Background: an optimization exercise with open tools, aiming at small area. Do not read the settings as production practice. The RTL was checked by simulation tests, not by an equivalence proof against the original design.

## main
==> flow/design.v <==
module InternalNode (
  input wire          clk,
  input wire          rst,
  input wire  [4:0]   in_data_valid,
  input wire  [179:0] in_data,
  output wire [4:0]   out_data_valid,
  output wire [179:0] out_data,
  input wire  [4:0]   downstream_credit,
  output wire [4:0]   upstream_credit
);
localparam LOC = 4;
function [4:0] route_of;
  input        local_in;
  input [3:0]  info;
  input [1:0]  sel;
  begin
    route_of = 5'b0;
    if (local_in) begin
      case (info)
        4'd0, 4'd6: route_of = 5'b00001 << sel;
        4'd1, 4'd2, 4'd3, 4'd4, 4'd5: route_of = 5'b01111;
        default: route_of = 5'b0;
      endcase
    end else begin
      case (info)
        4'd2, 4'd3, 4'd4, 4'd5, 4'd6: route_of = 5'b10000;
        default: route_of = 5'b0;
      endcase
    end
  end
endfunction
wire [10*36-1:0] head;         
wire [10*5-1:0]  hroute;       
wire [9:0]       hact;         
wire [9:0]       sreq;         
wire [9:0]       gsel;         
wire [5*36-1:0]  phead;        
wire [5*5-1:0]   proute;       
wire [4:0]       preq;         
wire [4:0]       pg;           
wire [4:0]       avail;        
wire [5*36-1:0]  pdata;        
reg  [4:0]       ucred;        
reg  [4:0]       lasthalf;     
assign upstream_credit = ucred;
genvar p, h;
generate
for (p = 0; p < 5; p = p + 1) begin: g_port
  wire [2:0] cnt0, cnt1;
  wire       wsel1 = (cnt1 < cnt0);
  wire       vin   = in_data_valid[p];
  wire [35:0] din  = in_data[36*p +: 36];
  wire [1:0] routing;
  reg        rr;               
  wire       rcg0 = routing[0] & (~rr | ~routing[1]);
  wire       rcg1 = routing[1] & ( rr | ~routing[0]);
  wire [35:0] pd0, pd1;
  always @(posedge clk or posedge rst) begin
    if (rst)       rr <= 1'b0;
    else if (rcg0) rr <= 1'b1;
    else if (rcg1) rr <= 1'b0;
  end
  for (h = 0; h < 2; h = h + 1) begin: g_half
    reg  [2:0]  cnt;
    reg  [1:0]  rp;
    reg         act;
    reg  [35:0] q0, q1, q2, q3;
    wire [1:0]  wp  = rp + cnt[1:0];
    wire        wr  = vin & (h == 1 ? wsel1 : ~wsel1);
    wire        pop = gsel[2*p+h] & pg[p];
    wire        rcg = (h == 0) ? rcg0 : rcg1;
    wire [1:0]  rpm = rp - 2'd1;
    always @(posedge clk) begin
      if (wr && wp == 2'd0) q0 <= din;
      if (wr && wp == 2'd1) q1 <= din;
      if (wr && wp == 2'd2) q2 <= din;
      if (wr && wp == 2'd3) q3 <= din;
    end
    always @(posedge clk or posedge rst) begin
      if (rst) begin
        cnt <= 3'd0;
        rp  <= 2'd0;
        act <= 1'b0;
      end else begin
        cnt <= cnt + {2'b0, wr} - {2'b0, pop};
        if (pop) rp <= rp + 2'd1;
        if (pop)      act <= 1'b0;
        else if (rcg) act <= 1'b1;
      end
    end
    wire [35:0] hd = ({36{rp == 2'd0}} & q0) | ({36{rp == 2'd1}} & q1) |
                     ({36{rp == 2'd2}} & q2) | ({36{rp == 2'd3}} & q3);
    wire [35:0] pd = ({36{rpm == 2'd0}} & q0) | ({36{rpm == 2'd1}} & q1) |
                     ({36{rpm == 2'd2}} & q2) | ({36{rpm == 2'd3}} & q3);
    if (h == 0) begin: g_h0
      assign cnt0 = cnt;
      assign pd0  = pd;
    end else begin: g_h1
      assign cnt1 = cnt;
      assign pd1  = pd;
    end
    assign routing[h] = (cnt != 3'd0) & ~act;
    assign head[36*(2*p+h) +: 36] = hd;
    assign hroute[5*(2*p+h) +: 5] = route_of(p == LOC, hd[35:32], hd[29:28]);
    assign hact[2*p+h] = act;
    assign sreq[2*p+h] = act & ((avail & hroute[5*(2*p+h) +: 5]) ==
                                hroute[5*(2*p+h) +: 5]);
  end
  wire [15:0] pri0 = {head[36*(2*p)   + 32 +: 4], head[36*(2*p)   + 16 +: 12]};
  wire [15:0] pri1 = {head[36*(2*p+1) + 32 +: 4], head[36*(2*p+1) + 16 +: 12]};
  reg         lt;
  always @(posedge clk) lt <= pri0 < pri1;
  assign gsel[2*p]   = sreq[2*p]   & (~sreq[2*p+1] | lt);
  assign gsel[2*p+1] = sreq[2*p+1] & (~sreq[2*p]   | ~lt);
  assign preq[p]     = sreq[2*p] | sreq[2*p+1];
  assign phead[36*p +: 36] = sreq[2*p] & (~sreq[2*p+1] | lt) ?
                             head[36*(2*p) +: 36] : head[36*(2*p+1) +: 36];
  assign proute[5*p +: 5]  = sreq[2*p] & (~sreq[2*p+1] | lt) ?
                             hroute[5*(2*p) +: 5] : hroute[5*(2*p+1) +: 5];
  assign pdata[36*p +: 36] = lasthalf[p] ? pd1 : pd0;
  always @(posedge clk) begin
    lasthalf[p] <= gsel[2*p+1];
  end
  reg  [3:0] ocnt;
  wire       dec;
  if (p == LOC) begin: g_dec_up
    assign dec = |(pg[3:0] & {proute[5*3+4], proute[5*2+4], proute[5*1+4],
                              proute[5*0+4]});
  end else begin: g_dec_down
    assign dec = pg[LOC] & proute[5*LOC + p];
  end
  always @(posedge clk or posedge rst) begin
    if (rst) ocnt <= 4'd0;
    else     ocnt <= ocnt + {3'b0, dec} - {3'b0, downstream_credit[p]};
  end
  assign avail[p] = ~ocnt[3];
end
endgenerate
always @(posedge clk or posedge rst) begin
  if (rst) ucred <= 5'b0;
  else     ucred <= pg;
end
wire [3:0]  info_c [0:3];
wire [15:0] addr_c [0:3];
genvar c;
generate
for (c = 0; c < 4; c = c + 1) begin: g_child
  assign info_c[c] = phead[36*c + 32 +: 4];
  assign addr_c[c] = phead[36*c + 16 +: 16];
end
endgenerate
wire [3:0] info_l = phead[36*LOC + 32 +: 4];
wire [3:0] bc_c, uv_c;
generate
for (c = 0; c < 4; c = c + 1) begin: g_kind
  assign bc_c[c] = preq[c] & (info_c[c] == 4'd3);
  assign uv_c[c] = preq[c] & (info_c[c] == 4'd2);
end
endgenerate
assign pg[LOC] = preq[LOC] & ~((info_l == 4'd4) & (|bc_c));
wire uv_eq = (addr_c[0][5:0] == addr_c[1][5:0]) &&
             (addr_c[2][5:0] == addr_c[3][5:0]) &&
             (addr_c[0][5:0] == addr_c[3][5:0]);
wire merge = (&uv_c) & uv_eq;
wire        w0_1 = preq[1] & (~preq[0] | ~(addr_c[0] < addr_c[1]));
wire [15:0] a01  = w0_1 ? addr_c[1] : addr_c[0];
wire        v01  = preq[0] | preq[1];
wire        w1_3 = preq[3] & (~preq[2] | ~(addr_c[2] < addr_c[3]));
wire [15:0] a23  = w1_3 ? addr_c[3] : addr_c[2];
wire        v23  = preq[2] | preq[3];
wire        hi   = v23 & (~v01 | (a23 < a01));
wire [3:0]  tgrant = hi  ? (w1_3 ? 4'b1000 : 4'b0100) :
                     v01 ? (w0_1 ? 4'b0010 : 4'b0001) : 4'b0000;
assign pg[3:0] = (|uv_c) ? {4{merge}} : tgrant;
reg  [3:0]  dvalid1;            
reg         uvalid1;            
reg  [17:0] dhdr1;              
reg  [19:0] uhdr1;              
wire [3:0]  usel = merge ? 4'b0001 : tgrant;
wire [19:0] uhdr = ({20{usel[0]}} & phead[36*0 + 16 +: 20]) |
                   ({20{usel[1]}} & phead[36*1 + 16 +: 20]) |
                   ({20{usel[2]}} & phead[36*2 + 16 +: 20]) |
                   ({20{usel[3]}} & phead[36*3 + 16 +: 20]);
always @(posedge clk or posedge rst) begin
  if (rst) begin
    dvalid1 <= 4'b0;
    uvalid1 <= 1'b0;
  end else begin
    dvalid1 <= {4{pg[LOC]}} & proute[5*LOC +: 4];
    uvalid1 <= |(pg[3:0] & {proute[5*3+4], proute[5*2+4], proute[5*1+4],
                            proute[5*0+4]});
  end
end
always @(posedge clk) begin
  dhdr1 <= {phead[36*LOC + 32 +: 4], phead[36*LOC + 16 +: 14]};
  uhdr1 <= uhdr;
end
reg  [4:0]  ovalid;
reg  [35:0] odown, oup;
wire [15:0] usum = ({16{ucred[0]}} & pdata[36*0 +: 16]) +
                   ({16{ucred[1]}} & pdata[36*1 +: 16]) +
                   ({16{ucred[2]}} & pdata[36*2 +: 16]) +
                   ({16{ucred[3]}} & pdata[36*3 +: 16]);
always @(posedge clk or posedge rst) begin
  if (rst) ovalid <= 5'b0;
  else     ovalid <= {uvalid1, dvalid1};
end
always @(posedge clk) begin
  odown <= {dhdr1[17:14], pdata[36*LOC + 30 +: 2], dhdr1[13:0],
            pdata[36*LOC +: 16]};
  oup   <= {uhdr1, usum};
end
assign out_data_valid = ovalid;
assign out_data = {oup, odown, odown, odown, odown};
endmodule
clock: 10.0 ns
lec_check: 0
cap_margin: 20
core_margin: 2
core_utilization: 65
slew_margin: 20
standard.sh (not shown) runs the stock make flow with config.mk's settings and CLKGATE_MAP_FILE= SYNTH_SCRIPT=/design/flow/synth_recipe.tcl, a recipe that flattens the netlist after the stock synthesis.
==> flow/flow/run.sh <==
#!/bin/bash
# The standard ORFS layout (standard.sh), with these changes in how it is built:
# - synthesis maps with an area-oriented ABC script (flow/abc_area.script) in place
#   of ORFS's speed script; everything else in synthesis is unchanged, so the
#   registers are the standard synthesis's
# - port buffers use the smallest buffer (buf_1) instead of the resizer's pick
# - CTS clusters up to 15 sinks per clkbuf_8 leaf buffer, without dummy loads
# Each tool's output goes to ORFS's logs under orfs/logs; make's output to *.log here.
set -euo pipefail
W=$PWD
rm -rf "$W/scripts"
cp -r "$FLOW_HOME/scripts" "$W/scripts"
cp "$W/flow/abc_area.script" "$W/scripts/abc_speed.script"
export BUFFER_PORTS_ARGS="-buffer_cell sky130_fd_sc_hd__buf_1"
export CTS_ARGS="-sink_clustering_enable -repair_clock_nets -dont_use_dummy_load -sink_clustering_size 15 -sink_clustering_max_diameter 100 -buf_list {sky130_fd_sc_hd__clkbuf_8}"
bash standard.sh SCRIPTS_DIR="$W/scripts" finish > standard.log 2>&1
==> flow/flow/abc_area.script <==
&get -n
&st
&dc2
&syn3
&dch -f
&nf -a -R 1000
&put
topo
dnsize -c
Changes in the feature branch relative to main:
--- a/flow/design.v
+++ b/flow/design.v
@@ -27,6 +27,18 @@
         default: route_of = 5'b0;
       endcase
     end
+  end
+endfunction
+function lt16;
+  input [15:0] a;
+  input [15:0] b;
+  integer i;
+  reg c;
+  begin
+    c = 1'b0;
+    for (i = 0; i < 16; i = i + 1)
+      c = (~a[i] & b[i]) | ((~a[i] | b[i]) & c);
+    lt16 = c;
   end
 endfunction
 wire [10*36-1:0] head;         
@@ -69,7 +81,6 @@
     wire        wr  = vin & (h == 1 ? wsel1 : ~wsel1);
     wire        pop = gsel[2*p+h] & pg[p];
     wire        rcg = (h == 0) ? rcg0 : rcg1;
-    wire [1:0]  rpm = rp - 2'd1;
     always @(posedge clk) begin
       if (wr && wp == 2'd0) q0 <= din;
       if (wr && wp == 2'd1) q1 <= din;
@@ -88,10 +99,12 @@
         else if (rcg) act <= 1'b1;
       end
     end
-    wire [35:0] hd = ({36{rp == 2'd0}} & q0) | ({36{rp == 2'd1}} & q1) |
-                     ({36{rp == 2'd2}} & q2) | ({36{rp == 2'd3}} & q3);
-    wire [35:0] pd = ({36{rpm == 2'd0}} & q0) | ({36{rpm == 2'd1}} & q1) |
-                     ({36{rpm == 2'd2}} & q2) | ({36{rpm == 2'd3}} & q3);
+    wire [3:0]  rsel = {rp == 2'd3, rp == 2'd2, rp == 2'd1, rp == 2'd0};
+    wire [3:0]  psel = {4{ucred[p] & (lasthalf[p] == h)}} & {rsel[0], rsel[3:1]};
+    wire [35:0] hd = ({36{rsel[0]}} & q0) | ({36{rsel[1]}} & q1) |
+                     ({36{rsel[2]}} & q2) | ({36{rsel[3]}} & q3);
+    wire [35:0] pd = ({36{psel[0]}} & q0) | ({36{psel[1]}} & q1) |
+                     ({36{psel[2]}} & q2) | ({36{psel[3]}} & q3);
     if (h == 0) begin: g_h0
       assign cnt0 = cnt;
       assign pd0  = pd;
@@ -109,7 +122,7 @@
   wire [15:0] pri0 = {head[36*(2*p)   + 32 +: 4], head[36*(2*p)   + 16 +: 12]};
   wire [15:0] pri1 = {head[36*(2*p+1) + 32 +: 4], head[36*(2*p+1) + 16 +: 12]};
   reg         lt;
-  always @(posedge clk) lt <= pri0 < pri1;
+  always @(posedge clk) lt <= lt16(pri0, pri1);
   assign gsel[2*p]   = sreq[2*p]   & (~sreq[2*p+1] | lt);
   assign gsel[2*p+1] = sreq[2*p+1] & (~sreq[2*p]   | ~lt);
   assign preq[p]     = sreq[2*p] | sreq[2*p+1];
@@ -117,7 +130,7 @@
                              head[36*(2*p) +: 36] : head[36*(2*p+1) +: 36];
   assign proute[5*p +: 5]  = sreq[2*p] & (~sreq[2*p+1] | lt) ?
                              hroute[5*(2*p) +: 5] : hroute[5*(2*p+1) +: 5];
-  assign pdata[36*p +: 36] = lasthalf[p] ? pd1 : pd0;
+  assign pdata[36*p +: 36] = pd0 | pd1;
   always @(posedge clk) begin
     lasthalf[p] <= gsel[2*p+1];
   end
@@ -172,8 +185,6 @@
 wire [3:0]  tgrant = hi  ? (w1_3 ? 4'b1000 : 4'b0100) :
                      v01 ? (w0_1 ? 4'b0010 : 4'b0001) : 4'b0000;
 assign pg[3:0] = (|uv_c) ? {4{merge}} : tgrant;
-reg  [3:0]  dvalid1;            
-reg         uvalid1;            
 reg  [17:0] dhdr1;              
 reg  [19:0] uhdr1;              
 wire [3:0]  usel = merge ? 4'b0001 : tgrant;
@@ -181,35 +192,30 @@
                    ({20{usel[1]}} & phead[36*1 + 16 +: 20]) |
                    ({20{usel[2]}} & phead[36*2 + 16 +: 20]) |
                    ({20{usel[3]}} & phead[36*3 + 16 +: 20]);
-always @(posedge clk or posedge rst) begin
-  if (rst) begin
-    dvalid1 <= 4'b0;
-    uvalid1 <= 1'b0;
-  end else begin
-    dvalid1 <= {4{pg[LOC]}} & proute[5*LOC +: 4];
-    uvalid1 <= |(pg[3:0] & {proute[5*3+4], proute[5*2+4], proute[5*1+4],
-                            proute[5*0+4]});
-  end
-end
 always @(posedge clk) begin
   dhdr1 <= {phead[36*LOC + 32 +: 4], phead[36*LOC + 16 +: 14]};
   uhdr1 <= uhdr;
 end
-reg  [4:0]  ovalid;
+reg         dv2, uv2;           
 reg  [35:0] odown, oup;
-wire [15:0] usum = ({16{ucred[0]}} & pdata[36*0 +: 16]) +
-                   ({16{ucred[1]}} & pdata[36*1 +: 16]) +
-                   ({16{ucred[2]}} & pdata[36*2 +: 16]) +
-                   ({16{ucred[3]}} & pdata[36*3 +: 16]);
+wire [15:0] usum = pdata[36*0 +: 16] + pdata[36*1 +: 16] +
+                   pdata[36*2 +: 16] + pdata[36*3 +: 16];
 always @(posedge clk or posedge rst) begin
-  if (rst) ovalid <= 5'b0;
-  else     ovalid <= {uvalid1, dvalid1};
+  if (rst) begin
+    dv2 <= 1'b0;
+    uv2 <= 1'b0;
+  end else begin
+    dv2 <= ucred[LOC];
+    uv2 <= |ucred[3:0];
+  end
 end
 always @(posedge clk) begin
   odown <= {dhdr1[17:14], pdata[36*LOC + 30 +: 2], dhdr1[13:0],
             pdata[36*LOC +: 16]};
   oup   <= {uhdr1, usum};
 end
-assign out_data_valid = ovalid;
+wire [4:0]  rdown = route_of(1'b1, odown[35:32], odown[29:28]);
+wire [4:0]  rup   = route_of(1'b0, oup[35:32], 2'b00);
+assign out_data_valid = {uv2 & rup[4], {4{dv2}} & rdown[3:0]};
 assign out_data = {oup, odown, odown, odown, odown};
 endmodule
[summary]
- Going from main to the feature branch, routed wire length shrinks by about 2.5%.
- Summary — compound-cell area share of the yosys netlist, the feature branch relative to main: higher, by 0.65 points.
- The die of the feature branch is smaller than the one used in main.
- Standard cell with the maximum stage delay on the critical path: o21ai_0 -> the feature branch, a21boi_0 -> main
- Achievable frequency, the feature branch and main: smaller value in the feature branch
- Compared with main, the feature branch shows estimated wirelength of the detail-placed design that has gone down by a few percent.
- Re number of buffers inserted for hold repair after clock tree synthesis: no difference whatsoever between main and the feature branch.

==> port drivers added, routing unchanged <==
In the flow no input, the clock included, has a driving cell. The finished layouts below were timed again as built, in two steps.
Step 1 (the two cells are an assumption about what drives the block):
set clk [get_ports {clk}]
set_driving_cell -lib_cell sky130_fd_sc_hd__clkbuf_16 $clk
set_driving_cell -lib_cell sky130_fd_sc_hd__buf_2 [delete_from_list [all_inputs] $clk]
Step 2 also shifts input and output timing later by t, the mid clock arrival at the registers, as if the neighbouring blocks saw the same clock.
Slacks: no drivers / after step 1 / after step 2; pairs: no drivers / after step 1.
| run | t, ns | slack for setup (ns) | clock arrival spread, ns | slew at the worst register clock pin (ns) | cell pins on the clock port's net |
|---|---|---|---|---|---|
| main | 0.876 | 0.895 / 0.895 / 0.895 | 0.062 / 0.062 | 0.11 / 0.11 | 1 |
| the feature branch | 0.881 | 0.817 / 0.817 / 0.817 | 0.096 / 0.097 | 0.11 / 0.11 | 1 |
After both steps setup and hold are still met in every run listed.
